Context: an optimization exercise on an open-source flow, tuned for small area, a short achievable clock period and few clock cycles. The choices shown serve that exercise and are no tape-out recipe.
Only simulation tests tie the RTL to the original design; equivalence was not proved.

// MUL_DIV_top
module MUL_DIV_top (
    input           clk,
    input           rst_n,
    input  [31:0]   data1,
    input  [31:0]   data2,
    input           MUL_DIV_start,
    input  [2:0]    MUL_DIV_ctrl,
    output [31:0]   MUL_DIV_out,
    output          MUL_DIV_done
);
localparam [3:0] S_IDLE = 4'd0, S_MUL1 = 4'd1, S_MUL = 4'd2, S_TAIL = 4'd3,
                 S_CORR = 4'd4, S_DPREP = 4'd5, S_DIV = 4'd6, S_FIX = 4'd7,
                 S_RCOR = 4'd8;
function [5:0] clz32;
    input [31:0] v;
    reg   [15:0] z1;  reg [15:0] c1;
    reg   [7:0]  z2;  reg [15:0] c2;
    reg   [3:0]  z3;  reg [11:0] c3;
    reg   [1:0]  z4;  reg [7:0]  c4;
    reg          z5;  reg [4:0]  c5;
    integer i;
    begin
        for (i = 0; i < 16; i = i + 1) begin
            z1[i] = ~(v[2*i+1] | v[2*i]);
            c1[i] = ~v[2*i+1];
        end
        for (i = 0; i < 8; i = i + 1) begin
            z2[i] = z1[2*i+1] & z1[2*i];
            c2[2*i+1 -: 2] = z1[2*i+1] ? {1'b1, c1[2*i]} : {1'b0, c1[2*i+1]};
        end
        for (i = 0; i < 4; i = i + 1) begin
            z3[i] = z2[2*i+1] & z2[2*i];
            c3[3*i+2 -: 3] = z2[2*i+1] ? {1'b1, c2[4*i+1 -: 2]} : {1'b0, c2[4*i+3 -: 2]};
        end
        for (i = 0; i < 2; i = i + 1) begin
            z4[i] = z3[2*i+1] & z3[2*i];
            c4[4*i+3 -: 4] = z3[2*i+1] ? {1'b1, c3[6*i+2 -: 3]} : {1'b0, c3[6*i+5 -: 3]};
        end
        z5 = z4[1] & z4[0];
        c5 = z4[1] ? {1'b1, c4[3:0]} : {1'b0, c4[7:4]};
        clz32 = z5 ? 6'd32 : {1'b0, c5};
    end
endfunction
function [2:0] booth;
    input [2:0] b;
    begin
        booth[2] = b[1] ^ b[0];                                    
        booth[1] = (b == 3'b011) | (b == 3'b100);                  
        booth[0] = b[2] & ~(b[1] & b[0]);                          
    end
endfunction
reg  [3:0]  state;
reg         done_r;
reg  [2:0]  op;
reg         osel;            
reg  [2:0]  cnt;             
reg  [1:0]  tcnt;            
reg  [4:0]  dcnt;            
  ...
export LEC_CHECK = 0
export CAP_MARGIN = 20
export CORE_MARGIN = 2
export CORE_UTILIZATION = 40
export SETUP_SLACK_MARGIN = 4.5
export SLEW_MARGIN = 20
create_clock -name core_clock -period 9.0 [get_ports {clk}]
run.sh (not shown) runs the stock make flow with config.mk's settings and CLKGATE_MAP_FILE= SYNTH_SCRIPT=/design/flow/synth_recipe.tcl, a recipe that flattens the netlist after the stock synthesis.
Testbench counts at the start, summed over its fixed seeds: cycles 64,181.
Then changed:
--- a/flow/config.mk
+++ b/flow/config.mk
@@ -11 +10,0 @@
-export SETUP_SLACK_MARGIN = 4.5
=>
- The new run passed the timing, design-rule and antenna checks
- global-route usage falls by 0.91 points
- synthesized cell count does not change
- cell area is lower by about 7%
- maximum frequency drops by 23%

---

== build 98 ==
Another version of the RTL of MUL_DIV_top (not shown whole).
For scale: ~1400 cells after synthesis, ~130 flip-flops, about 100 I/O pins, roughly 12000 um2 of cells after synthesis.
Settings: LEC_CHECK=0, CAP_MARGIN=5, CORE_MARGIN=2, CORE_UTILIZATION=40, SETUP_SLACK_MARGIN=4.6, SLEW_MARGIN=5; clock period 9.0 ns.
standard.sh (not shown) runs the stock make flow with config.mk's settings and CLKGATE_MAP_FILE= SYNTH_SCRIPT=/design/flow/synth_recipe.tcl, a recipe that flattens the netlist after the stock synthesis.
==> flow/flow/run.sh <==
#!/bin/bash
# Own layout flow: the standard ORFS flow with two changes in how the
# layout is built:
#  - the buffer ORFS puts on every input and output port is the smallest one,
#    sky130_fd_sc_hd__buf_1;
#  - clock tree synthesis uses clusters of up to 30 sinks, clkbuf_8 buffers and
#    no dummy loads.
set -euo pipefail
export BUFFER_PORTS_ARGS="-buffer_cell sky130_fd_sc_hd__buf_1"
export CTS_ARGS="-sink_clustering_enable -repair_clock_nets -sink_clustering_size 30 -sink_clustering_max_diameter 80 -buf_list sky130_fd_sc_hd__clkbuf_8 -dont_use_dummy_load"
bash standard.sh > standard.log 2>&1
Testbench counts of build 98, summed over its fixed seeds: cycles 70,916.
diff inputs: build 98 => build 70
Settings: SETUP_SLACK_MARGIN: 4.6 -> 4.8.
### Flow results
The run with more routed wire is build 70, not build 98.
Taking build 98 as the reference, in build 70 overall via count from detail_route now sits higher; required time reported for the critical path endpoint now sits higher.
| depth of the critical timing path with buffers and inverters included | lower: build 98 |
Count of cells along the worst register-to-register path up 1 in build 70 wrt build 98
Between build 70 and build 98, it is build 70 whose final instance area is higher, by 4.4%.
The non-clock buffer count of build 70 exceeds that of build 98 by about 13%.
Against build 98, register-to-register slack in build 70 came out better.
Re area after synthesis: no difference whatsoever between build 98 and build 70.
### build 70 -> build 15
Settings: putting PLACE_DENSITY at 0.75 where nothing was set; swapping 4.8 for 4.3 in SETUP_SLACK_MARGIN.
### Flow results
- Comparing build 15 and build 70, the higher worst endpoint data arrival time was measured on build 15.
- [compare] base=build 70 new=build 15: worst hold slack after final layout stayed essentially flat, worst hold path stage count held, largest driver fanout on the critical path grew by 3.
The following lists how build 66 was set up differently from build 15:
Settings: PLACE_DENSITY: 0.75 -> unset.
==> run notes <==
Per the comparison of build 66 with build 15, fraction of standard cell area in multi-input logic held steady; design area shrank by about 0.54%.
Detailed route, build 66 vs build 15: via total lower for build 66
[compare] base=build 15 new=build 66: worst hold slack across all endpoints saw little to no change, sequential share of layout area saw little to no change.
Growth of design area from synthesis to finish for build 66 is lower than for build 15.
Build 66 ends up with a non-clock buffer count that is about 2.2% lower than in build 15.

what the ideal ports hide:
The flow's constraints put no driver on any port. The routed layouts listed below were extracted and timed again, unchanged, in two steps. Step 1 assumes that a clkbuf_16 drives the clock port and a buf_2 every other input. Step 2 times the ports against the registers' clock, not the clock port: input delays grow and output delays shrink by t, the midpoint of the rising clock arrivals with the driver on. Slacks: ideal / step 1 / step 2; pairs: ideal / step 1.
| run | t, ns | setup slack, ns | slew at the worst register clock pin (ns) | worst slew at a driven data input, ns |
|---|---|---|---|---|
| the first run of note 1 | 0.494 | 4.469 / 4.469 / 4.325 | 0.08 / 0.08 | 0.06 |
| the second run of note 1 | 0.488 | 3.081 / 3.081 / 3.081 | 0.07 / 0.07 | 0.06 |
| build 98 | 0.533 | 4.623 / 4.623 / 4.348 | 0.09 / 0.09 | 0.04 |
| build 70 | 0.538 | 4.683 / 4.683 / 4.621 | 0.09 / 0.09 | 0.04 |
| build 15 | 0.499 | 4.262 / 4.262 / 4.114 | 0.09 / 0.09 | 0.04 |
| build 66 | 0.538 | 4.417 / 4.417 / 4.270 | 0.09 / 0.09 | 0.04 |
After both steps setup and hold are still met in every run listed. The setup slack of build 98, which loses most, moves by 0.000 ns with the drivers and by -0.275 ns with both steps.
